This design comes from an exercise in tuning for small area and a short achievable clock period on the open sky130 flow, not from production work. At most, simulation tests tie the RTL to the original design; equivalence was not proved. Only the layout flow was run in runs 6 and 7; the RTL was not checked for function there. Power and IR drop assume default switching activity.

[design/flow/flow/abc_proc.tcl]
# abc as the standard flow's synthesis calls it, but with ABC scripts of our own, each
# a delay-targeted mapping (dch + map -D) carrying its own target, so no
# -D: the operand select with 400 ps, the exponent select and compare with
# 1100 ps, then everything else with 1200 ps. abc maps only the combinational
# logic; the registers are left as the standard flow's synthesis made them.
proc abc {args} {
  set i [lsearch -exact $args -script]
  if {$i >= 0} { set args [lreplace $args $i [expr {$i + 1}]] }
  set j [lsearch -exact $args -D]
  if {$j >= 0} { set args [lreplace $args $j [expr {$j + 1}]] }
  set d $::env(FLOW_ABC_DIR)
  yosys abc -script $d/abc_d400.script {*}$args fadd_sel
  yosys abc -script $d/abc_d1100.script {*}$args fadd_exp
  yosys abc -script $d/abc_d1200.script {*}$args
}
[design/flow/constraint.sdc]
create_clock -name core_clock -period 6.0 [get_ports {clk}]
set_input_delay 1.2000 -clock core_clock [delete_from_list [all_inputs] [get_ports {clk}]]
set_output_delay 1.2000 -clock core_clock [all_outputs]
set_load 0.01 [all_outputs]
[design/flow/flow/run.sh]
#!/bin/bash
# The standard layout (standard.sh: ORFS from synthesis to the final
# layout) with two changes:
#  - synthesis is the standard flow's own script (synth_recipe.tcl) except that Yosys's
#    abc pass runs delay-targeted ABC scripts from flow/ (see
#    flow/abc_proc.tcl) in place of ORFS's default ABC script, and that
#    ADDER_MAP_FILE is empty, so ORFS does not extract full and half
#    adder cells before abc and abc maps all the logic itself. Neither
#    touches the registers, so they are the standard synthesis's.
#  - the port buffers that ORFS inserts at placement are buf_1 cells.
#    Every input and output port still gets its own buffer.
# ORFS keeps each step's log in orfs/logs; make's output goes to
# standard.log here.
set -euo pipefail
here=$PWD
export BUFFER_PORTS_ARGS="-buffer_cell sky130_fd_sc_hd__buf_1"
export FLOW_ABC_DIR=$here/flow
export ADDER_MAP_FILE=
cat flow/abc_proc.tcl synth_recipe.tcl > flow_synth.tcl
sed "s#SYNTH_SCRIPT=[^ ]*#SYNTH_SCRIPT=$here/flow_synth.tcl#" standard.sh > flow_standard.sh
grep -q "SYNTH_SCRIPT=$here/flow_synth.tcl" flow_standard.sh
bash flow_standard.sh > standard.log 2>&1
[design/flow/flow/abc_d400.script]
strash
dch -f
map -D 400
topo
stime -c
buffer -c
upsize -c -D 400
dnsize -c -D 400
[design/flow/standard.sh]
#!/bin/bash
# synth_recipe.tcl (not shown) runs the flow's synth.tcl, then flattens the netlist and writes it again
# the make line also repeats each setting of config.mk as NAME=value (left out here)
make -C /OpenROAD-flow-scripts/flow DESIGN_CONFIG=/design/flow/config.mk WORK_HOME=/design/flow/orfs CLKGATE_MAP_FILE= SYNTH_SCRIPT=/design/flow/synth_recipe.tcl "${@:-finish}"
[design/flow/design.v]
module float_add_lz(d, z, v);
    input  wire [63:0] d;
    output wire [5:0]  z;
    output wire        v;
    wire [31:0] v1;  wire [31:0]  z1;
    wire [15:0] v2;  wire [31:0]  z2;
    wire [7:0]  v3;  wire [23:0]  z3;
    wire [3:0]  v4;  wire [15:0]  z4;
    wire [1:0]  v5;  wire [9:0]   z5;
    genvar i;
    generate
        for (i = 0; i < 32; i = i + 1) begin : l1
            assign v1[i] = d[2*i+1] | d[2*i];
            assign z1[i] = ~d[2*i+1];
        end
        for (i = 0; i < 16; i = i + 1) begin : l2
            assign v2[i] = v1[2*i+1] | v1[2*i];
            assign z2[2*i+1:2*i] = v1[2*i+1] ? {1'b0, z1[2*i+1]} : {1'b1, z1[2*i]};
        end
        for (i = 0; i < 8; i = i + 1) begin : l3
            assign v3[i] = v2[2*i+1] | v2[2*i];
            assign z3[3*i+2:3*i] = v2[2*i+1] ? {1'b0, z2[4*i+3:4*i+2]} : {1'b1, z2[4*i+1:4*i]};
        end
        for (i = 0; i < 4; i = i + 1) begin : l4
            assign v4[i] = v3[2*i+1] | v3[2*i];
            assign z4[4*i+3:4*i] = v3[2*i+1] ? {1'b0, z3[6*i+5:6*i+3]} : {1'b1, z3[6*i+2:6*i]};
        end
        for (i = 0; i < 2; i = i + 1) begin : l5
            assign v5[i] = v4[2*i+1] | v4[2*i];
            assign z5[5*i+4:5*i] = v4[2*i+1] ? {1'b0, z4[8*i+7:8*i+4]} : {1'b1, z4[8*i+3:8*i]};
        end
    endgenerate
    assign v = v5[1] | v5[0];
    assign z = v5[1] ? {1'b0, z5[9:5]} : {1'b1, z5[4:0]};
endmodule
module float_add(clk, rst, i_cip, i_vstart, i_vector_length, i_sj, i_sk,
                 i_v0, i_v1, i_v2, i_v3, i_v4, i_v5, i_v6, i_v7,
                 o_busy, o_result, err);
    input  wire        clk;
    input  wire        rst;
    input  wire [15:0] i_cip;
    input  wire        i_vstart;
    input  wire [6:0]  i_vector_length;
    input  wire [63:0] i_sj;
    input  wire [63:0] i_sk;
    input  wire [63:0] i_v0;
    input  wire [63:0] i_v1;
    input  wire [63:0] i_v2;
    input  wire [63:0] i_v3;
    input  wire [63:0] i_v4;
    input  wire [63:0] i_v5;
    input  wire [63:0] i_v6;
    input  wire [63:0] i_v7;
    output reg  [63:0] o_result;
    output wire        o_busy;
    output wire        err;
    reg [6:0] reservation_time;
    reg       busy_q;
    reg       sel_s;
    reg [7:0] sel_j, sel_k;
    wire [6:0] rt_next = rst ? 7'h7f :
                         i_vstart ? i_vector_length :
                         (reservation_time != 7'h7f) ? reservation_time - 7'd1 :
                         reservation_time;
    wire       scalar_next = &rt_next;
    wire [7:0] j_dec = 8'd1 << i_cip[5:3];
    wire [7:0] k_dec = 8'd1 << i_cip[2:0];
    always @(posedge clk) begin
        reservation_time <= rt_next;
        busy_q <= ~rt_next[6] | (rt_next[5:0] == 6'd0);
        sel_s  <= scalar_next;
        sel_j  <= scalar_next ? 8'd0 : i_vstart ? j_dec : sel_j;
        sel_k  <= scalar_next ? 8'd0 : i_vstart ? k_dec : sel_k;
    end
    assign o_busy = busy_q;
    wire [48:0] a, b;
    fadd_sel u_sel_a(.s(sel_s), .v(sel_j),
                     .xs({i_sj[63], i_sj[47:0]}), .x0({i_v0[63], i_v0[47:0]}),
                     .x1({i_v1[63], i_v1[47:0]}), .x2({i_v2[63], i_v2[47:0]}),
                     .x3({i_v3[63], i_v3[47:0]}), .x4({i_v4[63], i_v4[47:0]}),
                     .x5({i_v5[63], i_v5[47:0]}), .x6({i_v6[63], i_v6[47:0]}),
                     .x7({i_v7[63], i_v7[47:0]}), .y(a));
    fadd_sel u_sel_b(.s(sel_s), .v(sel_k),
                     .xs({i_sk[63], i_sk[47:0]}), .x0({i_v0[63], i_v0[47:0]}),
                     .x1({i_v1[63], i_v1[47:0]}), .x2({i_v2[63], i_v2[47:0]}),
                     .x3({i_v3[63], i_v3[47:0]}), .x4({i_v4[63], i_v4[47:0]}),
                     .x5({i_v5[63], i_v5[47:0]}), .x6({i_v6[63], i_v6[47:0]}),
                     .x7({i_v7[63], i_v7[47:0]}), .y(b));
    wire [14:0] ea, eb;
    wire        jgt, far_ab, far_ba;
    wire [5:0]  dab, dba;
    fadd_exp u_exp(.s(sel_s), .vj(sel_j), .vk(sel_k),
                   .xj(i_sj[62:48]), .xk(i_sk[62:48]),
                   .x0(i_v0[62:48]), .x1(i_v1[62:48]), .x2(i_v2[62:48]), .x3(i_v3[62:48]),
                   .x4(i_v4[62:48]), .x5(i_v5[62:48]), .x6(i_v6[62:48]), .x7(i_v7[62:48]),
                   .ea(ea), .eb(eb), .jgt(jgt), .far_ab(far_ab), .far_ba(far_ba),
                   .dab(dab), .dba(dba));
    wire        is_add = (i_cip[15:9] == 7'b0110010);
    wire        sub = a[48] ^ b[48] ^ ~is_add;
    reg [47:0] ca1, cb1;
    reg [14:0] ea1, eb1;
    reg [5:0]  dab1, dba1;
    reg        jgt1, sa1, sub1, far_ab1, far_ba1;
    always @(posedge clk) begin
        ca1   <= a[47:0];
        cb1   <= b[47:0] ^ {48{sub}};
        ea1   <= ea;
        eb1   <= eb;
        dab1  <= dab;
        dba1  <= dba;
        jgt1  <= jgt;
        sa1   <= a[48];
        sub1  <= sub;
        far_ab1 <= far_ab;
        far_ba1 <= far_ba;
    end
    assign err = far_ab1 | far_ba1;
    wire [47:0] xa  = jgt1 ? ca1 : cb1;
    wire [47:0] y1  = jgt1 ? cb1 : ca1;
    wire [5:0]  sh1 = jgt1 ? dab1 : dba1;
    wire        fill1 = sub1 & jgt1;
    wire [47:0] t5 = sh1[5] ? {{32{fill1}}, y1[47:32]}  : y1;
    wire [47:0] t4 = sh1[4] ? {{16{fill1}}, t5[47:16]} : t5;
    wire [47:0] t3 = sh1[3] ? {{8{fill1}},  t4[47:8]}  : t4;
    wire [47:0] t2 = sh1[2] ? {{4{fill1}},  t3[47:4]}  : t3;
    wire [47:0] t1 = sh1[1] ? {{2{fill1}},  t2[47:2]}  : t2;
    wire [47:0] yb = sh1[0] ? {fill1,       t1[47:1]}  : t1;
    reg [47:0] x2, y2;
    reg [14:0] e2;
    reg        sa2, sub2;
    always @(posedge clk) begin
        x2   <= xa;
        y2   <= yb;
        e2   <= (jgt1 ? ea1 : eb1) + 15'd1;
        sa2  <= sa1;
        sub2 <= sub1;
    end
    wire [47:0] s2;
    wire        c2;
    fadd_add48 u_add(.x(x2), .y(y2), .s(s2), .co(c2));
    reg [47:0] s3;
    reg        c3, sub3, sa3;
    reg [14:0] e3;
    always @(posedge clk) begin
        s3   <= s2;
        c3   <= c2;
        sub3 <= sub2;
        sa3  <= sa2;
        e3   <= e2;
    end
    wire [47:0] ones;       
    fadd_ones48 u_ones(.d(s3), .o(ones));
    wire [48:0] m3 = {~sub3 & c3, s3 ^ ({48{sub3}} & (ones | {48{~c3}}))};
    reg [48:0] m4;
    reg        sg4;
    reg [14:0] e4;
    always @(posedge clk) begin
        m4  <= m3;
        sg4 <= sa3 ^ (sub3 & ~c3);
        e4  <= e3;
    end
    wire [5:0] lz;
    wire       nz;
    float_add_lz u_lz(.d({m4, 15'h7fff}), .z(lz), .v(nz));
    reg [48:0] m5;
    reg [5:0]  lz5;
    reg        zero5, sg5;
    reg [14:0] e5;
    always @(posedge clk) begin
        m5    <= m4;
        lz5   <= lz;
        zero5 <= ~|m4;
        sg5   <= sg4;
        e5    <= e4;
    end
    wire [48:0] n5 = m5 << lz5;
    always @(posedge clk)
        o_result <= {sg5, zero5 ? 15'd0 : e5 - {9'd0, lz5}, n5[48:1]};
endmodule
module fadd_sel(s, v, xs, x0, x1, x2, x3, x4, x5, x6, x7, y);
    input  wire        s;
    input  wire [7:0]  v;
    input  wire [48:0] xs, x0, x1, x2, x3, x4, x5, x6, x7;
    output wire [48:0] y;
    assign y = ({49{s}}    & xs) |
               ({49{v[0]}} & x0) | ({49{v[1]}} & x1) | ({49{v[2]}} & x2) |
               ({49{v[3]}} & x3) | ({49{v[4]}} & x4) | ({49{v[5]}} & x5) |
               ({49{v[6]}} & x6) | ({49{v[7]}} & x7);
endmodule
module fadd_exp(s, vj, vk, xj, xk, x0, x1, x2, x3, x4, x5, x6, x7,
                ea, eb, jgt, far_ab, far_ba, dab, dba);
    input  wire        s;
    input  wire [7:0]  vj, vk;
    input  wire [14:0] xj, xk, x0, x1, x2, x3, x4, x5, x6, x7;
    output wire [14:0] ea, eb;
    output wire        jgt, far_ab, far_ba;
    output wire [5:0]  dab, dba;
    assign ea = ({15{s}}     & xj) |
                ({15{vj[0]}} & x0) | ({15{vj[1]}} & x1) | ({15{vj[2]}} & x2) |
                ({15{vj[3]}} & x3) | ({15{vj[4]}} & x4) | ({15{vj[5]}} & x5) |
                ({15{vj[6]}} & x6) | ({15{vj[7]}} & x7);
    assign eb = ({15{s}}     & xk) |
                ({15{vk[0]}} & x0) | ({15{vk[1]}} & x1) | ({15{vk[2]}} & x2) |
                ({15{vk[3]}} & x3) | ({15{vk[4]}} & x4) | ({15{vk[5]}} & x5) |
                ({15{vk[6]}} & x6) | ({15{vk[7]}} & x7);
    function carry16;
        input [15:0] x, y;
        reg   [15:0] g, p;
        reg   [7:0]  g1, p1;
        reg   [3:0]  g2, p2;
        reg   [1:0]  g3, p3;
        integer i;
        begin
            g = x & y;
            p = x | y;
            for (i = 0; i < 8; i = i + 1) begin
                g1[i] = g[2*i+1] | (p[2*i+1] & g[2*i]);
                p1[i] = p[2*i+1] & p[2*i];
            end
            for (i = 0; i < 4; i = i + 1) begin
                g2[i] = g1[2*i+1] | (p1[2*i+1] & g1[2*i]);
                p2[i] = p1[2*i+1] & p1[2*i];
            end
            for (i = 0; i < 2; i = i + 1) begin
                g3[i] = g2[2*i+1] | (p2[2*i+1] & g2[2*i]);
                p3[i] = p2[2*i+1] & p2[2*i];
            end
            carry16 = g3[1] | (p3[1] & g3[0]);
        end
    endfunction
    function far_above;
        input [14:0] x, y;
        reg   [15:0] u, v, k, s, c;
        begin
            u = {1'b0, x};
            v = {1'b0, ~y};
            k = 16'd32720;
            s = u ^ v ^ k;
            c = (u & v) | (u & k) | (v & k);
            far_above = carry16(s, {c[14:0], 1'b0});
        end
    endfunction
    assign jgt = carry16({ea, 1'b0}, {~eb, 1'b0});
    assign far_ab = far_above(ea, eb);
    assign far_ba = far_above(eb, ea);
    assign dab = ea[5:0] - eb[5:0];
    assign dba = eb[5:0] - ea[5:0];
endmodule
module fadd_add48(x, y, s, co);
    input  wire [47:0] x, y;
    output wire [47:0] s;
    output wire        co;
    wire [47:0] g [0:6];
    wire [47:0] p [0:6];
    assign g[0] = x & y;
    assign p[0] = x ^ y;
    genvar l, i;
    generate
        for (l = 0; l < 6; l = l + 1) begin : lev
            for (i = 0; i < 48; i = i + 1) begin : bt
                if ((i >> l) & 1) begin : comb
                    localparam integer J = ((i >> l) << l) - 1;
                    assign g[l+1][i] = g[l][i] | (p[l][i] & g[l][J]);
                    assign p[l+1][i] = p[l][i] & p[l][J];
                end else begin : pass
                    assign g[l+1][i] = g[l][i];
                    assign p[l+1][i] = p[l][i];
                end
            end
        end
    endgenerate
    assign s  = p[0] ^ {g[6][46:0], 1'b0};
    assign co = g[6][47];
endmodule
module fadd_ones48(d, o);
    input  wire [47:0] d;
    output wire [47:0] o;
    wire [47:0] t [0:6];
    assign t[0] = d;
    genvar l, i;
    generate
        for (l = 0; l < 6; l = l + 1) begin : lev
            for (i = 0; i < 48; i = i + 1) begin : bt
                if ((i >> l) & 1) begin : comb
                    localparam integer J = ((i >> l) << l) - 1;
                    assign t[l+1][i] = t[l][i] & t[l][J];
                end else begin : pass
                    assign t[l+1][i] = t[l][i];
                end
            end
        end
    endgenerate
    assign o = {t[6][46:0], 1'b1};
endmodule
[design/flow/flow/abc_d1200.script]
strash
dch -f
map -D 1200
topo
stime -c
buffer -c
upsize -c -D 1200
dnsize -c -D 1200
[design/flow/flow/abc_d1100.script]
strash
dch -f
map -D 1100
topo
stime -c
buffer -c
upsize -c -D 1100
dnsize -c -D 1100
[design/flow/config.mk]
export PLATFORM = sky130hd
export DESIGN_NAME = float_add
export DESIGN_NICKNAME = float_add
export VERILOG_FILES = /design/flow/design.v
export SDC_FILE = /design/flow/constraint.sdc
export NUM_CORES = 4
export LEC_CHECK = 0
export CAP_MARGIN = 20
export CORE_MARGIN = 2
export CORE_UTILIZATION = 40
export CTS_CLUSTER_DIAMETER = 80
export CTS_CLUSTER_SIZE = 30
export SETUP_SLACK_MARGIN = 3.5
export SLEW_MARGIN = 20
export SYNTH_HIERARCHICAL = 1
==> metrics.csv, run 1 <==
metric;value;unit
clockBufferDepth;3;
grt_pass1_vias;31700;
die_w;285;microns
p_per_area;586;nW/um^2
io_pins;732;
viasPerCell;5.77;
p_leak;15.3;nW
htree_levels;1;
numCtsBuffers;28;
wl_per_cell;24.8;microns
skew;0.0378;ns
path_cells;or2_4 > buf_6;
drt_iter0_markers;4077;
ir_worst_vdd;0.379;mV
syn_inst;4359;
wl;152;mm
status;no timing/DRC/antenna violations;
finalNetCount;5695;
tns;0;ns
critPathKind;flop to primary output;
setup_viol;0;
dp_hpwl;116;mm
die_h;285;microns
cts.sinks;548;
fmax;398;MHz
rsz0062_at_grt;yes;
path_clk_slew;0.11;ns
antenna_found_initial;78;
report.final.slew_viol_count;0;
drv_cap;0;
final.min_clock_period;2.51;ns
fin_crit_sh;41.9;%
min_path_type;flop to flop;
fp-row-count;102;
max_stage_delay;0.31;ns
dpl.cell_count;5947;
root_buffer;clkbuf_16;
grt.overflow.total;0;
r2r_cells;11;
grt_start_max_net_pins;65;
cts_tree;done;
critPathLaunchType;flop;
drive_gt1_share;8.73;%
cp_slowest_cell;dfxtp_1;
dieArea;81000;sq um
relSlewSlack;45.6;%
worstPathArrival;1.31;ns
via_count;35400;
fill_cells;8040;
hold_depth;0;
track_usage;34.8;%
critPathRequiredTime;4.80;ns
end_kind;primary output;
yosys_warnings;10;
final_cells;6140;
avgSynthCellArea;7.23;sq um
ctsHoldBuffers;0;
clock_latency;0.64;ns
drcViolationCount;0;
io_buffer_count;728;
syn-cell-area;31500;sq um
grt_first_pass_wirelength;211;mm
gp_congestion;0.998;
worstMarginPinSlew;0.808;ns
start_util;40.5;%
final_hold_viol_count;0;
drtAntennaViolNets;0;
syn_to_final_growth;20.7;%
drt_first_pass_iters;7;
crit_fanout;1;
fp.coreArea;77700;sq um
## registers in the layout (all words and copies together), names as in the netlist, 7 cells and up
signal / count
e3: 15
ca1: 48
e4: 15
x2: 48
ea1: 15
m4: 49
y2: 48
e2: 15
e5: 15
eb1: 15
cb1: 48
reservation_time: 7
o_result: 64
m5: 49
sel_j: 8
sel_k: 8
s3: 48
## final timing paths
kind | endpoint | start | slack, ns
worst min register to register | e4[4]$_DFF_P_ | e3[4]$_DFF_P_ | 0.32
worst max register to register | far_ab1$_DFF_P_ | sel_k[4]$_SDFFE_PP0P_ | 3.52
worst max-delay path | err | far_ba1$_DFF_P_ | 3.49
worst min-delay path | e4[4]$_DFF_P_ | e3[4]$_DFF_P_ | 0.32
## through the flow
| stage | cell area [sq um] | total power [W] | hold WS [ns] | util (%) | setup WS (ns) |
|---|---|---|---|---|---|
| 6_report | 38000 | 0.0223 | 0.322 | 48.9 | 3.49 |
| 5_1_grt | 38000 | 0.0239 | 0.322 | 48.9 | 3.44 |
| 4_1_cts | 36600 | 0.0212 | 0.323 | 47.1 | 3.47 |
| 3_5_place_dp | 34800 | 0.0183 | 0.312 | 44.8 | 2.20 |
| 3_3_place_gp | 34800 | 0.0182 | 0.310 | 44.8 | 2.30 |
| 2_1_floorplan | 31600 | 0.0148 | 0.310 | - | 3.42 |
## where the power goes
group	total [W]	switching, W	internal [W]
Sequential	0.00656	0.00111	0.00546
Clock	0.00233	0.00134	0.000986
Combinational	0.0134	0.00865	0.00472
Total	0.0223	0.0111	0.0112
## layer usage
metal | GRT usage, % | wire, microns | up-vias
met5 | 0 | 148 | -
met4 | 16.0 | 8250 | 24
met3 | 6.93 | 14100 | 338
met2 | 53.7 | 66900 | 1822
met1 | 46.6 | 62800 | 16600
li1 | - | - | 16700
## timing repair
action | CTS | global route
buffers inserted | 27 | 45
gates cloned | 6 | 14
endpoints found under the setup margin | 161 | 145
pin swaps | 8 | 29
gates resized for setup | 97 | 190
## critical path: cells and delay by family (launching register included)
kind | cells | cell delay, ns
DFF | 1 | 0.31
buffers and inverters | 1 | 0.13
and+or+nand+nor | 1 | 0.27
## placed cells by master (no fill, tap or decap), types with 24 or more instances in the layout
cell,count
o22ai_1,28
o21ai_2,24
buf_4,80
nand4_1,137
a21oi_2,27
xnor2_1,69
clkbuf_16,41
buf_1,726
o211ai_1,50
o21ai_1,102
nand2_1,951
conb_1,29
dfxtp_1,527
a22oi_1,346
nand3_1,100
xor2_1,70
nor2_1,333
nor2_2,25
a22o_1,105
mux2i_1,41
a21oi_1,211
inv_1,247
o21ai_0,328
nor4_1,25
diode_2,51
## cell type report
cell class	count	area [sq um]	area share (%)
repair buffers	871	4610	12.1
clock inverters	18	284	0.747
flip-flops and latches	548	11000	29.0
inverters	265	1060	2.78
clock buffers	32	716	1.88
well taps	1040	1300	3.42
repair inverters	3	17.5	0.0461
diodes	51	128	0.336
multi-input cells	3312	18900	49.7
==> inputs of run 2 (changes only) <==
==> design/flow/flow/abc_d1500.script (new file) <==
strash
dch -f
map -D 1500
topo
stime -c
buffer -c
upsize -c -D 1500
dnsize -c -D 1500
==> design/flow/flow/abc_d1800.script (new file) <==
strash
dch -f
map -D 1800
topo
stime -c
buffer -c
upsize -c -D 1800
dnsize -c -D 1800
==> design/flow/flow/abc_proc.tcl (replaced) <==
# abc as the standard flow's synthesis calls it, but with ABC scripts of our own, each
# a delay-targeted mapping (dch + map -D) carrying its own target, so no
# -D: the operand select with 400 ps, the exponent select and compare with
# 1100 ps, the adder, the |A - B| increment and the leading-zero count with
# 1500 ps, then everything else with 1200 ps. abc maps only the
# combinational logic; the registers are left as the standard flow's synthesis made
# them.
proc abc {args} {
  set i [lsearch -exact $args -script]
  if {$i >= 0} { set args [lreplace $args $i [expr {$i + 1}]] }
  set j [lsearch -exact $args -D]
  if {$j >= 0} { set args [lreplace $args $j [expr {$j + 1}]] }
  set d $::env(FLOW_ABC_DIR)
  yosys abc -script $d/abc_d400.script {*}$args fadd_sel
  yosys abc -script $d/abc_d1100.script {*}$args fadd_exp
  yosys abc -script $d/abc_d1800.script {*}$args fadd_add48 fadd_ones48 float_add_lz
  yosys abc -script $d/abc_d1200.script {*}$args
}
==> run 2 against run 1 <==
Still clean on timing, DRC and antenna; combinational power is essentially flat; register-to-register slack lost 0.08 ns; design area shrank 1.5%; critical endpoint is now cb1[28]$_DFF_P_.
==> metrics.csv, run 2 <==
metric;value;unit;change
status;no timing/DRC/antenna violations;;
drt_iter0_markers;3675;;-9.9%
io_pins;732;;unchanged
dp_hpwl;114;mm;-1.8%
grt_start_max_net_pins;60;;-7.7%
grt_first_pass_wirelength;206;mm;-2.1%
p_leak;15.0;nW;-2.1%
drt_first_pass_iters;7;;unchanged
final_common_cell;nand2_1;;
skew;0.0316;ns;-0.00625 ns
intPower;0.0113;W;+1.3%
fmax;390;MHz;-2.0%
track_usage;35.1;%;+0.35 points
avgSynthCellArea;7.25;sq um;+0.28%
via_count;34500;;-2.7%
drcViolationCount;0;;unchanged
root_buffer;clkbuf_16;;
grt.overflow.total;0;;unchanged
numCtsBuffers;28;;unchanged
setup_viol;0;;unchanged
multi_input_area;18700;sq um;-1.1%
worstMarginPinSlew;0.879;ns;+0.0710 ns
report.final.slew_viol_count;0;;unchanged
critPathRequiredTime;6.56;ns;+1.76 ns
timing.rr.start;sel_s$_DFF_P_;;
final.min_clock_period;2.56;ns;+0.0514 ns
antenna_found_initial;85;;+9.0%
fin_util;48.5;%;-0.40 points
wl;148;mm;-2.4%
gp_congestion;0.990;;-0.83%
start_util;40.2;%;-0.33 points
p_per_area;595;nW/um^2;+1.6%
finalNetCount;5594;;-1.8%
top_register;o_result;;
end_kind;flop;;
top_regs;o_result: 64 flops, m4: 49 flops, m5: 49 flops;;
crit_fanout;43;;+42
die_w;283;microns;-0.73%
dpl_cell_area;34300;sq um;-1.4%
htree_levels;1;;unchanged
wl_per_cell;24.6;microns;-0.74%
path_clk_slew;0.11;ns;about the same
p_clk_share;10.7;%;+0.2 points
viasPerCell;5.71;;-1.0%
final_hold_viol_count;0;;unchanged
drive_gt1_share;8.69;%;-0.042 points
cts.sinks;548;;unchanged
seq_area;11000;sq um;unchanged
fill_cells;8031;;-0.11%
die_h;283;microns;-0.73%
relSlewSlack;41.4;%;-4.2 points
clockBufferDepth;3;;unchanged
drv_cap;0;;unchanged
hold_start;e3[5]$_DFF_P_;;
ir_worst_vdd;0.318;mV;-16%
worstPathArrival;3.13;ns;+1.82 ns
crit_start;sel_s$_DFF_P_;;
fp-row-count;102;;unchanged
yosys_warnings;10;;unchanged
fp.coreArea;77200;sq um;-0.66%
rsz0062_at_grt;yes;;
dieArea;79900;sq um;-1.5%
dpl.cell_count;5867;;-1.3%
syn_to_final_growth;20.7;%;about the same
final_cell_mix;nand2_1, buf_1, dfxtp_1;;
fin_crit_sh;42.7;%;+0.86 points
p_seq_share;29.4;%;about the same
fin_ws;3.44;ns;-0.0514 ns
clock_latency;0.64;ns;about the same
largest_reg_flops;64;;unchanged
critPathKind;flop to flop;;
syn-cell-area;31100;sq um;-1.5%
critPathLaunchType;flop;;
stdcell_area;37500;sq um;-1.5%
dp_slack;2.15;ns;-0.0525 ns
cts_tree;done;;
drtAntennaViolNets;0;;unchanged
min_path_type;flop to flop;;
final_cells;6037;;-1.7%
power.switching;0.0110;W;-1.0%
tns;0;ns;unchanged
grt_pass1_vias;31000;;-2.4%
io_buffer_count;728;;unchanged
swShare;49.3;%;-0.59 points
syn_inst;4283;;-1.7%
combPwrFrac;59.9;%;-0.2 points
-- run 2: metrics by stage --
stage,total power [W],hold slack [ns]
2_1_floorplan,0.0147,0.310
3_3_place_gp,0.0180,0.311
3_5_place_dp,0.0180,0.312
4_1_cts,0.0212,0.331
5_1_grt,0.0240,0.332
6_report,0.0223,0.329
-- run 2: worst max-delay path: stages, from the launching register on --
cell and delay (ns):
dfxtp_4 0.49, buf_4 0.31, buf_4 0.34, buf_4 0.59, a22o_1 0.25, a21oi_1 0.07, nand4_1 0.21, xor2_1 0.15
-- run 2: per-layer routing --
layer | wire, microns | track usage (%) | vias to the layer above
met3 | 15600 | 9.75 | 401
met5 | 252 | 0 | -
met4 | 8440 | 18.0 | 42
met2 | 64100 | 53.3 | 1777
met1 | 60100 | 45.5 | 15900
li1 | - | - | 16300
-- run 2: cell type report --
class                   count  share of cell area (%)
diodes                     50                   0.334
repair inverters            2                  0.0267
repair buffers            842                    11.3
clock buffers              30                    1.92
well taps                1040                    3.47
flip-flops and latches    548                    29.4
multi-input cells        3246                    49.9
clock inverters            19                   0.832
inverters                 260                    2.77
-- run 2: power groups by stage --
stage | clock network, W | logic (W) | registers (W)
after global placement | 0 | 0.0113 | 0.00664
after detailed placement | 0 | 0.0114 | 0.00666
after CTS | 0.00244 | 0.0123 | 0.00651
final | 0.00239 | 0.0133 | 0.00656
after floorplan | 0 | 0.00837 | 0.00628
after global routing | 0.00256 | 0.0147 | 0.00675
-- run 2: repair_timing --
item                                    in CTS  in global routing
gates resized for setup                    101                238
hold buffers                                 0                  0
gates cloned                                 7                  9
pin swaps                                    9                 25
setup buffers                               38                 17
endpoints found under the setup margin     184                115
-- run 2: worst paths after layout --
kind                                         to  slack (ns)  cells after the start
worst min register to register    e4[5]$_DFF_P_        0.33                      0
worst max register to register  cb1[28]$_DFF_P_        3.44                      7
worst max-delay path            cb1[28]$_DFF_P_        3.44                      7
worst min-delay path              e4[5]$_DFF_P_        0.33                      0
==> inputs of run 3 (changes only) <==
--- a/design/flow/flow/abc_proc.tcl
+++ b/design/flow/flow/abc_proc.tcl
@@ -13,6 +13,6 @@
   set d $::env(FLOW_ABC_DIR)
   yosys abc -script $d/abc_d400.script {*}$args fadd_sel
   yosys abc -script $d/abc_d1100.script {*}$args fadd_exp
-  yosys abc -script $d/abc_d1800.script {*}$args fadd_add48 fadd_ones48 float_add_lz
+  yosys abc -script $d/abc_d1500.script {*}$args fadd_add48 fadd_ones48 float_add_lz
   yosys abc -script $d/abc_d1200.script {*}$args
 }
removed: design/flow/flow/abc_d1800.script
==> run 3 against run 2 <==
Largest cell class unchanged; sequential cell count did not move; largest power group unchanged; utilization shrank 0.21 points; via count fell by 0.48%; still clean; clock skew shrank 0.0047 ns; non-clock buffer count down 1.
==> metrics.csv, run 3 <==
metric;value;unit;change
via_count;34300;;-0.48%
fp-row-count;102;;unchanged
grt.overflow.total;0;;unchanged
rsz0062_at_grt;yes;;
drv_cap;0;;unchanged
wl_per_cell;24.1;microns;-2.0%
crit_fanout;1;;-98%
relSlewSlack;40.6;%;-0.85 points
final.min_clock_period;2.51;ns;-0.0515 ns
avgSynthCellArea;7.26;sq um;about the same
top_regs;o_result: 64 flops, m4: 49 flops, m5: 49 flops;;
grt_start_max_net_pins;60;;unchanged
whs;0.323;ns;-0.00662 ns
fin_util;48.3;%;-0.21 points
ctsHoldBuffers;0;;unchanged
antenna_found_initial;88;;+3.5%
cts.sinks;548;;unchanged
fill_cells;8003;;-0.35%
drt_iter0_markers;3699;;+0.65%
path_clk_slew;0.11;ns;about the same
wl;145;mm;-2.2%
endpoint;err;;
clockBufferDepth;3;;unchanged
dp_hpwl;114;mm;-0.10%
timing.rr.start;jgt1$_DFF_P_;;
clock_latency;0.63;ns;about the same
drt_first_pass_iters;9;;+2
drtAntennaViolNets;0;;unchanged
grt_first_pass_wirelength;202;mm;-2.3%
numCtsBuffers;29;;+3.6%
status;no timing/DRC/antenna violations;;
p_leak;14.9;nW;-0.33%
top_register;o_result;;
hold_depth;0;;unchanged
finalPower;0.0219;W;-1.7%
htree_levels;1;;unchanged
final_common_cell;nand2_1;;
grt_pass1_vias;30600;;-1.2%
critPathKind;flop to primary output;;
viasPerCell;5.69;;-0.36%
seq_area;11000;sq um;about the same
fin_crit_sh;41.9;%;-0.86 points
dieArea;79600;sq um;-0.32%
cts_tree;done;;
die_w;282;microns;-0.16%
report.final.slew_viol_count;0;;unchanged
tns;0;ns;unchanged
worstMarginPinSlew;0.890;ns;+0.0118 ns
ir_worst_vdd;0.349;mV;+10%
yosys_warnings;10;;unchanged
setup_viol;0;;unchanged
final_hold_viol_count;0;;unchanged
final_cell_mix;nand2_1, buf_1, dfxtp_1;;
largest_reg_flops;64;;unchanged
fmax;398;MHz;+2.0%
crit_start;far_ab1$_DFF_P_;;
skew;0.0269;ns;-0.00470 ns
gp_congestion;0.999;;+0.94%
fp.coreArea;77100;sq um;-0.17%
die_h;282;microns;-0.16%
root_buffer;clkbuf_16;;
worstPathArrival;1.31;ns;-1.82 ns
critPathLaunchType;flop;;
syn_to_final_growth;20.3;%;
r2r_cells;13;;+6
multi_input_area;18500;sq um;-0.98%
min_path_type;flop to flop;;
syn-cell-area;31000;sq um;-0.32%
track_usage;34.2;%;-0.91 points
syn_inst;4265;;-0.42%
drive_gt1_share;7.91;%;-0.78 points
io_pins;732;;unchanged
finalNetCount;5575;;-0.34%
end_kind;primary output;;
io_buffer_count;728;;unchanged
p_per_area;589;nW/um^2;-1.1%
reg2reg_slack;3.55;ns;+0.11 ns
start_util;40.2;%;-0.063 points
timing.rr.end;y2[22]$_DFF_P_;;
critPathRequiredTime;4.80;ns;-1.76 ns
drcViolationCount;0;;unchanged
## run 3: critical path, stage by stage (launching register included)
cell and delay [ns]:
dfxtp_1 0.30, or2_4 0.27, buf_6 0.13
## run 3: repair_timing
action	in CTS	in global routing
resized for setup	119	188
cloned	5	7
setup endpoints to repair	176	147
endpoints found under the hold margin	0	0
setup buffers	19	35
pin swaps	5	21
## run 3: final cells by class
type	count	area share, %
flip-flops and latches	548	29.6
multi-input cells	3242	49.7
repair inverters	1	0.0134
clock buffers	31	2.00
clock inverters	20	0.726
diodes	61	0.410
repair buffers	841	11.4
well taps	1040	3.49
inverters	246	2.62
## run 3: power breakdown
| part | switching (W) | internal (W) | total, W |
|---|---|---|---|
| clock | 0.00137 | 0.000994 | 0.00236 |
| sequential | 0.00108 | 0.00546 | 0.00655 |
| combinational | 0.00831 | 0.00471 | 0.0130 |
## run 3: worst min-delay path by stage
| stage | startpoint | endpoint | slack [ns] |
|---|---|---|---|
| 2_1_floorplan | e2[0]$_DFF_P_ | e3[0]$_DFF_P_ | 0.31 |
| 3_5_place_dp | e2[10]$_DFF_P_ | e3[10]$_DFF_P_ | 0.31 |
| 6_report | e4[0]$_DFF_P_ | e5[0]$_DFF_P_ | 0.32 |
| 5_1_grt | e3[11]$_DFF_P_ | e4[11]$_DFF_P_ | 0.32 |
| 3_3_place_gp | sa2$_DFF_P_ | sa3$_DFF_P_ | 0.31 |
| 4_1_cts | e3[11]$_DFF_P_ | e4[11]$_DFF_P_ | 0.32 |
## run 3: through the flow
| step | setup WS (ns) | area [sq um] | instances |
|---|---|---|---|
| after global placement | 2.29 | 34300 | 5851 |
| after detailed placement | 2.22 | 34300 | 5852 |
| after CTS | 3.46 | 36000 | 5927 |
| after global routing | 3.36 | 37200 | 6011 |
| final | 3.49 | 37200 | 6030 |
| after floorplan | 3.42 | 31100 | 4292 |
## run 3: metal layers
layer	up-vias	global-route usage, %	wire (microns)	share of wire, %
met1	15900	43.6	57900	40
met3	374	9.76	15200	10
li1	16300	-	-	-
met5	-	2.50	195	0.13
met4	28	17.7	9020	6.2
met2	1759	52.3	62900	43
==> inputs of run 4 (changes only) <==
--- a/design/flow/config.mk
+++ b/design/flow/config.mk
@@ -13,3 +13,4 @@
 export SETUP_SLACK_MARGIN = 3.5
 export SLEW_MARGIN = 20
 export SYNTH_HIERARCHICAL = 1
+export TNS_END_PERCENT = 60
==> run 4 against run 3 <==
Clock power about the same; largest cell class unchanged; setup slack worse by 0.010 ns; still clean on timing, DRC and antenna; clock skew up 0.020 ns.
==> metrics.csv, run 4 <==
metric;value;unit;change
status;no timing/DRC/antenna violations;;
numCtsBuffers;28;;-3.4%
clockBufferDepth;3;;unchanged
path_clk_slew;0.10;ns;about the same
dpl.cell_count;5851;;-0.017%
dp_slack;2.29;ns;+0.0718 ns
fmax;397;MHz;-0.41%
path_cells;or2_4 > buf_6;;
yosys_warnings;10;;unchanged
ir_worst_vdd;0.312;mV;-11%
p_seq_share;30.4;%;+0.5 points
final_common_cell;nand2_1;;
grt_start_max_net_pins;68;;+13%
syn_to_final_growth;18.8;%;
die_h;282;microns;unchanged
cp_slowest_cell;dfxtp_1;;
drt_iter0_markers;3486;;-5.8%
avgSynthCellArea;7.26;sq um;unchanged
relSlewSlack;47.3;%;+6.8 points
critPathKind;flop to primary output;;
grt_pass1_vias;30700;;+0.42%
cts_tree;done;;
finalNetCount;5561;;-0.25%
track_usage;34.0;%;-0.21 points
io_buffer_count;728;;unchanged
htree_levels;1;;unchanged
finalPower;0.0215;W;-1.8%
multi_input_area;18400;sq um;-0.76%
report.final.slew_viol_count;0;;unchanged
grt.overflow.total;0;;unchanged
skew;0.0465;ns;+0.0196 ns
fin_ws;3.48;ns;-0.0103 ns
top_regs;o_result: 64 flops, m4: 49 flops, m5: 49 flops;;
final_hold_viol_count;0;;unchanged
min_path_type;flop to flop;;
viasPerCell;5.66;;-0.50%
clock_latency;0.64;ns;about the same
seq_area;11000;sq um;about the same
start_util;40.2;%;unchanged
gp_congestion;1.02;;+1.7%
met2_length;61.5;mm;-2.3%
dieArea;79600;sq um;unchanged
max_stage_delay;0.31;ns;about the same
fp-row-count;102;;unchanged
final.min_clock_period;2.52;ns;+0.0103 ns
via_count;34000;;-0.89%
p_clk_share;11.1;%;+0.3 points
tns;0;ns;unchanged
die_w;282;microns;unchanged
worstMarginPinSlew;0.788;ns;-0.102 ns
end_kind;primary output;;
wl_per_cell;23.8;microns;-1.3%
dp_hpwl;113;mm;-1.5%
power.switching;0.0106;W;-1.9%
final_cell_mix;nand2_1, buf_1, dfxtp_1;;
routedLengthMet1;57.7;mm;-0.46%
drt_first_pass_iters;9;;unchanged
p_leak;14.8;nW;-1.3%
syn_inst;4265;;unchanged
fp.coreArea;77100;sq um;unchanged
path_buf_inv;1;;unchanged
drv_cap;0;;unchanged
swShare;49.1;%;about the same
met3WireLength;14.5;mm;-4.5%
crit_fanout;1;;unchanged
fin_crit_sh;42.0;%;+0.17 points
fill_cells;8175;;+2.1%
intPower;0.0110;W;-1.7%
drtAntennaViolNets;0;;unchanged
maxUsedRoutingLayer;met5;;
drive_gt1_share;7.05;%;-0.87 points
top_register;o_result;;
p_per_area;586;nW/um^2;-0.54%
root_buffer;clkbuf_16;;
drcViolationCount;0;;unchanged
critPathLaunchType;flop;;
wl;143;mm;-1.7%
antenna_found_initial;85;;-3.4%
worstPathArrival;1.32;ns;about the same
syn-cell-area;31000;sq um;unchanged
crit_family;flip-flops;;
largest_reg_flops;64;;unchanged
combPwrFrac;58.5;%;-0.9 points
rsz0062_at_grt;yes;;
final_cells;6006;;-0.40%
setup_viol;0;;unchanged
io_pins;732;;unchanged
critPathRequiredTime;4.80;ns;about the same
grt_first_pass_wirelength;200;mm;-0.73%
cts.sinks;548;;unchanged
[run 4: timing repair]
item / in CTS / in global routing
hold buffers: 0 / 0
pin swaps: 6 / 10
hold endpoints to repair: 0 / 0
cloned: 5 / 5
setup buffers: 23 / 21
gates resized for setup: 81 / 160
setup endpoints to repair: 184 / 179
[run 4: cell type report]
cell class                      instances  area share, %
Clock inverter                         15          0.793
Sequential cell                       548           30.0
Inverter                              246           2.66
Clock buffer                           31           2.02
Timing Repair Buffer                  828           10.7
Multi-Input combinational cell       3241           49.9
Tap cell                             1040           3.54
Timing Repair inverter                  2         0.0272
Antenna cell                           55          0.374
[run 4: worst paths after layout]
| check | from | slack (ns) | cells after the start | endpoint |
|---|---|---|---|---|
| setup reg to reg | sel_j[2]$_SDFFE_PP0P_ | 3.50 | 10 | far_ba1$_DFF_P_ |
| setup / recovery | far_ab1$_DFF_P_ | 3.48 | 2 | err |
| hold / removal | e2[11]$_DFF_P_ | 0.33 | 0 | e3[11]$_DFF_P_ |
| hold reg to reg | e2[11]$_DFF_P_ | 0.33 | 0 | e3[11]$_DFF_P_ |
[run 4: metrics by stage]
step                area [sq um]  util, %  hold slack [ns]
floorplan                  31100        -            0.310
global placement           34300     44.4            0.311
detailed placement         34300     44.5            0.312
CTS                        35900     46.6            0.332
global route               36700     47.6            0.341
finish                     36800     47.7            0.333
[run 4: worst reg2reg max path, delay by kind of cell (launching register included)]
| kind | cells | cell delay (ns) |
|---|---|---|
| flops | 1 | 0.50 |
| buf+inv | 2 | 0.63 |
| compound gates | 3 | 0.41 |
| simple gates | 5 | 0.80 |
[run 4: power by group through the flow]
stage	sequential [W]	combinational (W)	clock, W
after floorplan	0.00630	0.00830	0
after global placement	0.00663	0.0113	0
after detailed placement	0.00666	0.0113	0
after CTS	0.00655	0.0118	0.00244
after global routing	0.00675	0.0140	0.00258
final	0.00656	0.0126	0.00239
[run 4: layer usage]
layer / global-route usage (%) / up-vias
li1: - / 16200
met1: 43.2 / 15700
met2: 51.7 / 1688
met3: 9.74 / 394
met4: 19.0 / 36
met5: 0.733 / -
==> inputs of run 5 (changes only) <==
==> design/flow/flow/abc_d1300.script (new file) <==
strash
dch -f
map -D 1300
topo
stime -c
buffer -c
upsize -c -D 1300
dnsize -c -D 1300
--- a/design/flow/flow/abc_proc.tcl
+++ b/design/flow/flow/abc_proc.tcl
@@ -14,5 +14,5 @@
   yosys abc -script $d/abc_d400.script {*}$args fadd_sel
   yosys abc -script $d/abc_d1100.script {*}$args fadd_exp
   yosys abc -script $d/abc_d1500.script {*}$args fadd_add48 fadd_ones48 float_add_lz
-  yosys abc -script $d/abc_d1200.script {*}$args
+  yosys abc -script $d/abc_d1300.script {*}$args
 }
--- a/design/flow/config.mk
+++ b/design/flow/config.mk
@@ -13,4 +13,3 @@
 export SETUP_SLACK_MARGIN = 3.5
 export SLEW_MARGIN = 20
 export SYNTH_HIERARCHICAL = 1
-export TNS_END_PERCENT = 60
==> run 5 against run 4 <==
Still clean; register-to-register slack better by 0.02 ns; utilization up 1.3 points; clock power up 5%; sequential power about the same; sequential share of layout area down 0.41 points; setup slack worse by 0.028 ns; first-iteration DRC count up 12%; design area up 1.6%; area after synthesis about the same; largest cell class unchanged; largest power group unchanged.
==> metrics.csv, run 5 <==
metric;value;unit;change
viasPerCell;5.76;;+1.8%
end_kind;primary output;;
syn-cell-area;30900;sq um;about the same
top_register;o_result;;
fin_crit_sh;42.5;%;+0.46 points
yosys_warnings;10;;unchanged
stdcell_area;37400;sq um;+1.6%
via_count;34900;;+2.6%
drt_iter0_markers;3888;;+12%
top_regs;o_result: 64 flops, m4: 49 flops, m5: 49 flops;;
fp.coreArea;76200;sq um;-1.1%
fp-row-count;101;;-0.98%
dieArea;79600;sq um;about the same
min_path_type;flop to flop;;
drt_first_pass_iters;6;;-3
path_buf_inv;1;;unchanged
syn_inst;4273;;+0.19%
final_hold_viol_count;0;;unchanged
final_common_cell;nand2_1;;
dp_hpwl;122;mm;+8.0%
path_cells;or2_4 > buf_6;;
cts.sinks;548;;unchanged
grt_pass1_vias;31000;;+0.94%
critPathRequiredTime;4.80;ns;about the same
avgSynthCellArea;7.24;sq um;-0.23%
root_buffer;clkbuf_16;;
drcViolationCount;0;;unchanged
syn_to_final_growth;20.7;%;
cp_slowest_cell;dfxtp_2;;
critPathLaunchType;flop;;
antenna_found_initial;95;;+12%
die_w;282;microns;about the same
ctsHoldBuffers;0;;unchanged
wl_per_cell;25.9;microns;+8.9%
grt_start_max_net_pins;69;;+1.5%
wl;157;mm;+9.8%
drv_cap;0;;unchanged
path_clk_slew;0.11;ns;about the same
p_per_area;603;nW/um^2;+2.9%
start_util;40.6;%;+0.45 points
final.min_clock_period;2.55;ns;+0.0277 ns
dpl_cell_area;34200;sq um;-0.32%
cts_tree;done;;
ir_worst_vdd;0.377;mV;+21%
final_cell_mix;nand2_1, buf_1, dfxtp_1;;
crit_fanout;1;;unchanged
grt_first_pass_wirelength;214;mm;+6.6%
clockBufferDepth;3;;unchanged
finalNetCount;5592;;+0.56%
io_pins;732;;unchanged
status;no timing/DRC/antenna violations;;
final_cells;6052;;+0.77%
clock_latency;0.66;ns;+0.02 ns
crit_family;flip-flops;;
numCtsBuffers;30;;+7.1%
critPathKind;flop to primary output;;
fill_cells;8029;;-1.8%
multi_input_area;18500;sq um;+0.88%
finalPower;0.0225;W;+4.5%
rsz0062_at_grt;yes;;
p_leak;15.1;nW;+2.2%
gp_congestion;1.02;;-0.13%
seq_area;11000;sq um;+0.18%
dpl.cell_count;5838;;-0.22%
tns;0;ns;unchanged
grt.overflow.total;0;;unchanged
worstPathArrival;1.35;ns;+0.03 ns
drive_gt1_share;8.19;%;+1.1 points
skew;0.0215;ns;-0.0250 ns
fmax;392;MHz;-1.1%
track_usage;37.1;%;+3.0 points
largest_reg_flops;64;;unchanged
io_buffer_count;728;;unchanged
fin_util;49.0;%;+1.3 points
drtAntennaViolNets;0;;unchanged
worstMarginPinSlew;1.03;ns;+0.237 ns
setup_viol;0;;unchanged
die_h;282;microns;about the same
relSlewSlack;31.6;%;-16 points
max_stage_delay;0.34;ns;+0.03 ns
report.final.slew_viol_count;0;;unchanged
htree_levels;1;;unchanged
==> run 5: cell types whose count changed in the layout (fill, tap and decap cells not counted), sizes merged, moves of 10 or more <==
cell    delta
o21ai     -34
diode     +20
nor2      +27
inv       +16
buf       +10
o211ai    -10
nand2     +20
or2       -15
a31oi     +20
==> run 5: worst paths after layout <==
path	start	to	slack (ns)	depth (start not counted)
max	far_ab1$_DFF_P_	err	3.45	2
min reg2reg	e2[13]$_DFF_P_	e3[13]$_DFF_P_	0.33	0
min	e2[13]$_DFF_P_	e3[13]$_DFF_P_	0.33	0
max reg2reg	jgt1$_DFF_P_	y2[2]$_DFF_P_	3.52	12
==> run 5: routing by layer <==
metal | GRT usage (%) | part of all wire (%) | vias to the layer above
li1 | - | - | 16300
met4 | 22.2 | 6.7 | 37
met3 | 10.9 | 11 | 423
met1 | 48.3 | 40 | 16300
met2 | 53.9 | 42 | 1803
met5 | 0 | 0.20 | -
==> run 5: area by class of cell <==
cell class | instances | share of cell area (%)
Tap cell | 1030 | 3.45
Antenna cell | 75 | 0.502
Multi-Input combinational cell | 3245 | 49.6
Timing Repair Buffer | 842 | 11.0
Timing Repair inverter | 4 | 0.0804
Inverter | 255 | 2.84
Sequential cell | 548 | 29.5
Clock buffer | 31 | 2.02
Clock inverter | 22 | 0.941
==> run 5: per-stage QoR <==
step	hold slack [ns]	setup slack, ns
after global routing	0.337	3.42
after detailed placement	0.312	2.30
after global placement	0.311	2.32
after CTS	0.334	3.44
after floorplan	0.310	3.43
final	0.331	3.45
==> run 5: timing repair <==
action                     4_1_cts  5_1_grt
setup endpoints to repair      180      144
hold endpoints to repair         0        0
gates cloned                    11        7
gates resized for setup        110      224
buffers inserted                32       36
pin swaps                       10       27
==> run 5: report_power, final <==
group	switching (W)	total [W]	internal [W]
Clock	0.00146	0.00250	0.00103
Sequential	0.00110	0.00656	0.00546
Combinational	0.00873	0.0135	0.00473
==> inputs of run 6 (changes only) <==
--- a/design/flow/design.v
+++ b/design/flow/design.v
@@ -115,16 +115,9 @@
         far_ba1 <= far_ba;
     end
     assign err = far_ab1 | far_ba1;
-    wire [47:0] xa  = jgt1 ? ca1 : cb1;
-    wire [47:0] y1  = jgt1 ? cb1 : ca1;
-    wire [5:0]  sh1 = jgt1 ? dab1 : dba1;
-    wire        fill1 = sub1 & jgt1;
-    wire [47:0] t5 = sh1[5] ? {{32{fill1}}, y1[47:32]}  : y1;
-    wire [47:0] t4 = sh1[4] ? {{16{fill1}}, t5[47:16]} : t5;
-    wire [47:0] t3 = sh1[3] ? {{8{fill1}},  t4[47:8]}  : t4;
-    wire [47:0] t2 = sh1[2] ? {{4{fill1}},  t3[47:4]}  : t3;
-    wire [47:0] t1 = sh1[1] ? {{2{fill1}},  t2[47:2]}  : t2;
-    wire [47:0] yb = sh1[0] ? {fill1,       t1[47:1]}  : t1;
+    wire [47:0] xa, yb;
+    fadd_align u_align(.jgt(jgt1), .sub(sub1), .ca(ca1), .cb(cb1), .dab(dab1), .dba(dba1),
+                       .x(xa), .y(yb));
     reg [47:0] x2, y2;
     reg [14:0] e2;
     reg        sa2, sub2;
@@ -176,6 +169,22 @@
     wire [48:0] n5 = m5 << lz5;
     always @(posedge clk)
         o_result <= {sg5, zero5 ? 15'd0 : e5 - {9'd0, lz5}, n5[48:1]};
+endmodule
+module fadd_align(jgt, sub, ca, cb, dab, dba, x, y);
+    input  wire        jgt, sub;
+    input  wire [47:0] ca, cb;
+    input  wire [5:0]  dab, dba;
+    output wire [47:0] x, y;
+    assign x = jgt ? ca : cb;
+    wire [47:0] y1  = jgt ? cb : ca;
+    wire [5:0]  sh  = jgt ? dab : dba;
+    wire        fill = sub & jgt;
+    wire [47:0] t5 = sh[5] ? {{32{fill}}, y1[47:32]} : y1;
+    wire [47:0] t4 = sh[4] ? {{16{fill}}, t5[47:16]} : t5;
+    wire [47:0] t3 = sh[3] ? {{8{fill}},  t4[47:8]}  : t4;
+    wire [47:0] t2 = sh[2] ? {{4{fill}},  t3[47:4]}  : t3;
+    wire [47:0] t1 = sh[1] ? {{2{fill}},  t2[47:2]}  : t2;
+    assign y       = sh[0] ? {fill,       t1[47:1]}  : t1;
 endmodule
 module fadd_sel(s, v, xs, x0, x1, x2, x3, x4, x5, x6, x7, y);
     input  wire        s;
--- a/design/flow/flow/run.sh
+++ b/design/flow/flow/run.sh
@@ -3,10 +3,9 @@
 # layout) with two changes:
 #  - synthesis is the standard flow's own script (synth_recipe.tcl) except that Yosys's
 #    abc pass runs delay-targeted ABC scripts from flow/ (see
-#    flow/abc_proc.tcl) in place of ORFS's default ABC script, and that
-#    ADDER_MAP_FILE is empty, so ORFS does not extract full and half
-#    adder cells before abc and abc maps all the logic itself. Neither
-#    touches the registers, so they are the standard synthesis's.
+#    flow/abc_proc.tcl) in place of ORFS's default ABC script. abc maps
+#    only combinational logic, so the registers are the standard
+#    synthesis's.
 #  - the port buffers that ORFS inserts at placement are buf_1 cells.
 #    Every input and output port still gets its own buffer.
 # ORFS keeps each step's log in orfs/logs; make's output goes to
==> design/flow/flow/abc_d500.script (new file) <==
strash
dch -f
map -D 500
topo
stime -c
buffer -c
upsize -c -D 500
dnsize -c -D 500
==> design/flow/flow/abc_d800.script (new file) <==
strash
dch -f
map -D 800
topo
stime -c
buffer -c
upsize -c -D 800
dnsize -c -D 800
==> design/flow/flow/abc_proc.tcl (replaced) <==
# abc as the standard flow's synthesis calls it, but with ABC scripts of our own, each
# a delay-targeted mapping (dch + map -D) carrying its own target, so no
# -D: the operand select with 400 ps, the exponent select and compare with
# 500 ps, the swap and align shift with 800 ps, then everything else with
# 1200 ps. abc maps only the combinational
# logic; the registers are left as the standard flow's synthesis made them.
proc abc {args} {
  set i [lsearch -exact $args -script]
  if {$i >= 0} { set args [lreplace $args $i [expr {$i + 1}]] }
  set j [lsearch -exact $args -D]
  if {$j >= 0} { set args [lreplace $args $j [expr {$j + 1}]] }
  set d $::env(FLOW_ABC_DIR)
  yosys abc -script $d/abc_d400.script {*}$args fadd_sel
  yosys abc -script $d/abc_d500.script {*}$args fadd_exp
  yosys abc -script $d/abc_d800.script {*}$args fadd_align
  yosys abc -script $d/abc_d1200.script {*}$args
}
--- a/design/flow/config.mk
+++ b/design/flow/config.mk
@@ -8,8 +8,6 @@
 export CAP_MARGIN = 20
 export CORE_MARGIN = 2
 export CORE_UTILIZATION = 40
-export CTS_CLUSTER_DIAMETER = 80
-export CTS_CLUSTER_SIZE = 30
-export SETUP_SLACK_MARGIN = 3.5
+export SETUP_SLACK_MARGIN = 3.4
 export SLEW_MARGIN = 20
 export SYNTH_HIERARCHICAL = 1
removed: design/flow/flow/abc_d1100.script
removed: design/flow/flow/abc_d1300.script
removed: design/flow/flow/abc_d1500.script
==> run 6 against run 5 <==
Still clean; sequential power grew 0.6%; via count rose by 5.2%; sequential cell count unchanged; design area grew 4.3%; combinational power fell by 3%; setup slack worse by 0.092 ns; power is 4.7% higher; count of clock-buffer cells in the layout increased by 41; first-iteration DRC count is 6.2% higher; area after synthesis rose by 7.7%; critical path depth is 2 higher; synthesized cell count grew 7.2%; critical endpoint is now cb1[27]$_DFF_P_; largest cell class unchanged.
==> metrics.csv, run 6 <==
metric;value;unit;change
status;no timing/DRC/antenna violations;;
dieArea;85600;sq um;+7.6%
critPathKind;flop to flop;;
report.final.slew_viol_count;0;;unchanged
critPathLaunchType;flop;;
syn_inst;4581;;+7.2%
root_buffer;clkbuf_16;;
p_per_area;605;nW/um^2;+0.41%
drcViolationCount;0;;unchanged
syn-cell-area;33300;sq um;+7.7%
cp_slowest_cell;dfxtp_2;;
syn_to_final_growth;16.9;%;
relSlewSlack;38.0;%;+6.4 points
grt.overflow.total;0;;unchanged
fin_util;47.4;%;-1.7 points
grt_start_max_net_pins;97;;+41%
reg2reg_slack;3.36;ns;-0.16 ns
fmax;379;MHz;-3.5%
endpoint;cb1[27]$_DFF_P_;;
rsz0062_at_grt;yes;;
drv_cap;0;;unchanged
crit_start;sel_k[5]$_SDFFE_PP0P_;;
r2r_cells;4;;-8
timing.rr.start;sel_k[5]$_SDFFE_PP0P_;;
critPathRequiredTime;6.49;ns;+1.69 ns
end_kind;flop;;
grt_first_pass_wirelength;219;mm;+2.7%
skew;0.0467;ns;+0.0252 ns
yosys_warnings;10;;unchanged
viasPerCell;5.78;;+0.35%
finalNetCount;5831;;+4.3%
final.min_clock_period;2.64;ns;+0.0918 ns
top_register;o_result;;
clockBufferDepth;3;;unchanged
drive_gt1_share;7.83;%;-0.36 points
final_common_cell;nand2_1;;
min_path_type;flop to flop;;
crit_fanout;46;;+45
path_cells;buf_4 > a22oi_1 > nand4_1 > xnor2_1;;
wl_per_cell;24.6;microns;-5.0%
final_cell_mix;nand2_1, buf_1, dfxtp_1;;
fill_cells;8574;;+6.8%
ctsHoldBuffers;0;;unchanged
gp_congestion;1.05;;+3.3%
htree_levels;2;;+1
max_stage_delay;0.90;ns;+0.56 ns
clock_latency;0.66;ns;about the same
die_h;293;microns;+3.7%
io_buffer_count;728;;unchanged
avgSynthCellArea;7.27;sq um;+0.44%
track_usage;34.5;%;-2.6 points
whs;0.316;ns;-0.0144 ns
via_count;36700;;+5.2%
hold_start;sg5$_DFF_P_;;
setup_viol;0;;unchanged
tns;0;ns;unchanged
start_util;40.5;%;-0.094 points
ir_worst_vdd;0.326;mV;-14%
timing.rr.end;cb1[27]$_DFF_P_;;
antenna_found_initial;86;;-9.5%
dp_hpwl;122;mm;+0.55%
final_hold_viol_count;0;;unchanged
fp.coreArea;82200;sq um;+7.9%
numCtsBuffers;59;;+97%
cts.sinks;548;;unchanged
p_leak;15.8;nW;+4.9%
cts_tree;done;;
drtAntennaViolNets;0;;unchanged
worstMarginPinSlew;0.930;ns;-0.0952 ns
fp-row-count;105;;+4.0%
die_w;293;microns;+3.7%
drt_first_pass_iters;8;;+2
wl;156;mm;-0.39%
io_pins;732;;unchanged
drt_iter0_markers;4130;;+6.2%
largest_reg_flops;64;;unchanged
grt_pass1_vias;33100;;+6.8%
multi_input_area;20100;sq um;+8.5%
seq_area;11000;sq um;-0.24%
worstPathArrival;3.13;ns;+1.78 ns
path_clk_slew;0.07;ns;-0.04 ns
top_regs;o_result: 64 flops, m4: 49 flops, m5: 49 flops;;
fin_crit_sh;44.0;%;+1.5 points
run 6: area by class of cell:
class / count / share of cell area [%]
well taps: 1070 / 3.44
diodes: 62 / 0.398
clock inverters: 37 / 1.27
repair inverters: 1 / 0.0128
clock buffers: 72 / 4.12
multi-input cells: 3544 / 51.6
repair buffers: 780 / 8.62
inverters: 231 / 2.29
flip-flops and latches: 548 / 28.3
run 6: critical path: cells and delay by family, from the launching register on:
kind | cells | cell delay [ns]
xor+xnor | 1 | 0.09
buf+inv | 1 | 0.69
compound gates | 1 | 0.49
flops | 1 | 0.90
simple gates | 1 | 0.27
run 6: worst min path at each step:
stage          cells past startpoint  slack [ns]                   end
2_1_floorplan                      0        0.31         e3[0]$_DFF_P_
4_1_cts                            0        0.32  o_result[63]$_DFF_P_
3_5_place_dp                       0        0.31        e3[12]$_DFF_P_
3_3_place_gp                       0        0.31          sub3$_DFF_P_
6_report                           0        0.32  o_result[63]$_DFF_P_
5_1_grt                            0        0.32        e5[11]$_DFF_P_
run 6: power breakdown:
part	internal, W	total [W]	switching, W
clock	0.00230	0.00388	0.00157
sequential	0.00546	0.00660	0.00114
combinational	0.00440	0.0131	0.00869
total	0.0122	0.0236	0.0114
run 6: what timing repair did:
action,in CTS,in global routing
endpoints found under the hold margin,0,0
resized for setup,33,46
gates cloned,1,3
pin swaps,2,2
endpoints found under the setup margin,134,103
buffers inserted,7,5
run 6: per-layer routing:
layer  share of wire [%]  GRT usage [%]  up-vias
li1                    -              -    17400
met4                 7.2           22.8       34
met3                  11           9.99      453
met2                  42           50.7     2016
met5                0.13              0        -
met1                  40           43.9    16800
run 6: metrics by stage:
step | total power (W) | setup WS (ns) | instances | area [sq um]
2_1_floorplan | 0.0157 | 3.41 | 4608 | 33400
3_3_place_gp | 0.0190 | 2.55 | 6158 | 36200
3_5_place_dp | 0.0191 | 2.52 | 6158 | 36200
4_1_cts | 0.0232 | 3.40 | 6275 | 38500
5_1_grt | 0.0253 | 3.36 | 6331 | 38900
6_report | 0.0236 | 3.36 | 6345 | 39000
==> inputs of run 7 (changes only) <==
--- a/design/flow/config.mk
+++ b/design/flow/config.mk
@@ -8,6 +8,8 @@
 export CAP_MARGIN = 20
 export CORE_MARGIN = 2
 export CORE_UTILIZATION = 40
+export CTS_CLUSTER_DIAMETER = 70
+export CTS_CLUSTER_SIZE = 25
 export SETUP_SLACK_MARGIN = 3.4
 export SLEW_MARGIN = 20
 export SYNTH_HIERARCHICAL = 1
==> run 7 against run 6 <==
Still clean on timing, DRC and antenna; design area fell by 1.9%; utilization is 0.91 points lower; register-to-register slack got worse by 0.03 ns; routed wire length decreased by 0.69%.
==> metrics.csv, run 7 <==
metric;value;unit;change
p_per_area;591;nW/um^2;-2.4%
drt_iter0_markers;4210;;+1.9%
intPower;0.0112;W;-7.7%
max_stage_delay;0.92;ns;+0.02 ns
worstPathArrival;3.13;ns;about the same
largest_reg_flops;64;;unchanged
path_clk_slew;0.09;ns;+0.02 ns
die_w;293;microns;unchanged
swShare;50.2;%;+1.8 points
fmax;375;MHz;-1.1%
skew;0.0238;ns;-0.0229 ns
drtAntennaViolNets;0;;unchanged
ctsHoldBuffers;0;;unchanged
grt_pass1_vias;32800;;-1.1%
dp_hpwl;122;mm;unchanged
setup_viol;0;;unchanged
drt_first_pass_iters;6;;-2
final_hold_viol_count;0;;unchanged
p_seq_share;29.2;%;+1.2 points
io_pins;732;;unchanged
drv_cap;0;;unchanged
p_clk_share;12.6;%;-3.9 points
cts.sinks;548;;unchanged
io_buffer_count;728;;unchanged
yosys_warnings;10;;unchanged
grt_start_max_net_pins;97;;unchanged
dpl_cell_area;36200;sq um;unchanged
antenna_found_initial;86;;unchanged
drive_gt1_share;7.19;%;-0.63 points
combPwrFrac;58.2;%;+2.6 points
track_usage;34.3;%;-0.18 points
grt.overflow.total;0;;unchanged
wl_per_cell;24.6;microns;about the same
final.min_clock_period;2.67;ns;+0.0288 ns
fp-row-count;105;;unchanged
via_count;36500;;-0.56%
end_kind;flop;;
grt_first_pass_wirelength;218;mm;-0.56%
syn-cell-area;33300;sq um;unchanged
root_buffer;clkbuf_16;;
fill_cells;8652;;+0.91%
cts_tree;done;;
fin_crit_sh;44.5;%;+0.48 points
maxUsedRoutingLayer;met5;;
crit_fanout;46;;unchanged
htree_levels;2;;unchanged
top_register;o_result;;
start_util;40.5;%;unchanged
routedLengthMet1;62.2;mm;about the same
cp_slowest_cell;dfxtp_2;;
p_leak;15.5;nW;-2.3%
avgSynthCellArea;7.27;sq um;unchanged
ir_worst_vdd;0.335;mV;+2.8%
fin_ws;3.33;ns;-0.0288 ns
die_h;293;microns;unchanged
top_regs;o_result: 64 flops, m4: 49 flops, m5: 49 flops;;
gp_congestion;1.05;;unchanged
dieArea;85600;sq um;unchanged
critPathRequiredTime;6.46;ns;-0.03 ns
power.switching;0.0113;W;-0.64%
critPathKind;flop to flop;;
stdcell_area;38200;sq um;-1.9%
met3WireLength;16.6;mm;-3.8%
fp.coreArea;82200;sq um;unchanged
final_cell_mix;nand2_1, buf_1, dfxtp_1;;
dpl.cell_count;6158;;unchanged
met2_length;65.0;mm;-0.24%
syn_to_final_growth;14.7;%;
final_cells;6299;;-0.72%
wl;155;mm;-0.69%
final_common_cell;nand2_1;;
syn_inst;4581;;unchanged
worstMarginPinSlew;0.951;ns;+0.0210 ns
status;no timing/DRC/antenna violations;;
path_cells;buf_4 > a22oi_1 > nand4_1 > xnor2_1;;
relSlewSlack;36.6;%;-1.4 points
viasPerCell;5.79;;+0.17%
tns;0;ns;unchanged
numCtsBuffers;39;;-34%
critPathLaunchType;flop;;
min_path_type;flop to flop;;
rsz0062_at_grt;yes;;
finalNetCount;5812;;-0.33%
dp_slack;2.52;ns;unchanged
clockBufferDepth;3;;unchanged
clock_latency;0.60;ns;-0.06 ns
report.final.slew_viol_count;0;;unchanged
drcViolationCount;0;;unchanged
==> run 7: power groups by stage <==
| stage | combinational, W | sequential [W] | clock (W) |
|---|---|---|---|
| 2_1_floorplan | 0.00941 | 0.00631 | 0 |
| 3_3_place_gp | 0.0123 | 0.00665 | 0 |
| 3_5_place_dp | 0.0124 | 0.00668 | 0 |
| 4_1_cts | 0.0127 | 0.00656 | 0.00289 |
| 5_1_grt | 0.0145 | 0.00678 | 0.00302 |
| 6_report | 0.0131 | 0.00659 | 0.00284 |
==> run 7: metrics by stage <==
| stage | total power (W) | utilization (%) | hold WS, ns |
|---|---|---|---|
| 6_report | 0.0226 | 46.5 | 0.319 |
| 5_1_grt | 0.0243 | 46.4 | 0.318 |
| 4_1_cts | 0.0222 | 45.9 | 0.316 |
| 3_5_place_dp | 0.0191 | 44.0 | 0.312 |
| 3_3_place_gp | 0.0190 | 44.0 | 0.310 |
| 2_1_floorplan | 0.0157 | - | 0.310 |
==> run 7: repair_timing <==
item,in CTS,in global routing
gates resized for setup,37,45
cloned,1,3
setup endpoints to repair,135,123
setup buffers,8,5
pin swaps,3,2
==> run 7: path summary, 6_finish.rpt <==
kind | start | depth (start not counted) | slack [ns] | end
worst min-delay path | e4[12]$_DFF_P_ | 0 | 0.32 | e5[12]$_DFF_P_
worst max register to register | sel_k[4]$_SDFFE_PP0P_ | 4 | 3.33 | cb1[29]$_DFF_P_
worst max-delay path | sel_k[4]$_SDFFE_PP0P_ | 4 | 3.33 | cb1[29]$_DFF_P_
worst min register to register | e4[12]$_DFF_P_ | 0 | 0.32 | e5[12]$_DFF_P_
==> run 7: final cells by class <==
type                            instances  area (sq um)  share of cell area (%)
Sequential cell                       548         11000                    28.8
Antenna cell                           57           143                   0.373
Timing Repair Buffer                  781          3380                    8.85
Clock buffer                           40           980                    2.56
Multi-Input combinational cell       3544         20100                    52.6
Clock inverter                         27           350                   0.917
Inverter                              231           893                    2.34
Tap cell                             1070          1340                    3.50
Timing Repair inverter                  1          5.00                  0.0131
==> run 7: worst max-delay path: cells and delay by family (launching register included) <==
family,cells,cell delay [ns]
flops,1,0.92
compound gates,1,0.52
buf+inv,1,0.70
simple gates,1,0.27
xor+xnor,1,0.09
==> run 7: layer usage <==
layer	vias to the layer above	track usage, %
met5	-	0
met4	48	22.4
met3	459	10.7
met2	1937	50.4
met1	16700	43.3
li1	17300	-

==> what the ideal ports hide <==
The flow's constraints put no driver on any port. The routed layouts listed below were extracted and timed again, unchanged, in two steps. Step 1 assumes that a clkbuf_16 drives the clock port and a buf_2 every other input. Step 2 also shifts input and output timing later by t, the mid clock arrival at the registers, as if the neighbouring blocks saw the same clock. a / b / c = ideal ports / drivers / drivers and shift; a / b = the first two.
run	t, ns	setup WS [ns]	worst data-port slew with drivers (ns)
run 1	0.698	3.488 / 3.409 / 2.877	0.29
run 2	0.702	3.437 / 3.420 / 2.755	0.33
run 3	0.689	3.488 / 3.414 / 2.809	0.27
run 4	0.695	3.478 / 3.401 / 2.906	0.25
run 5	0.718	3.450 / 3.376 / 2.791	0.30
run 6	0.686	3.359 / 3.359 / 2.827	0.30
run 7	0.634	3.330 / 3.330 / 2.814	0.30
After both steps setup and hold are still met in every run listed. The setup slack of run 2, which loses most, moves by -0.017 ns with the drivers and by -0.682 ns with both steps.
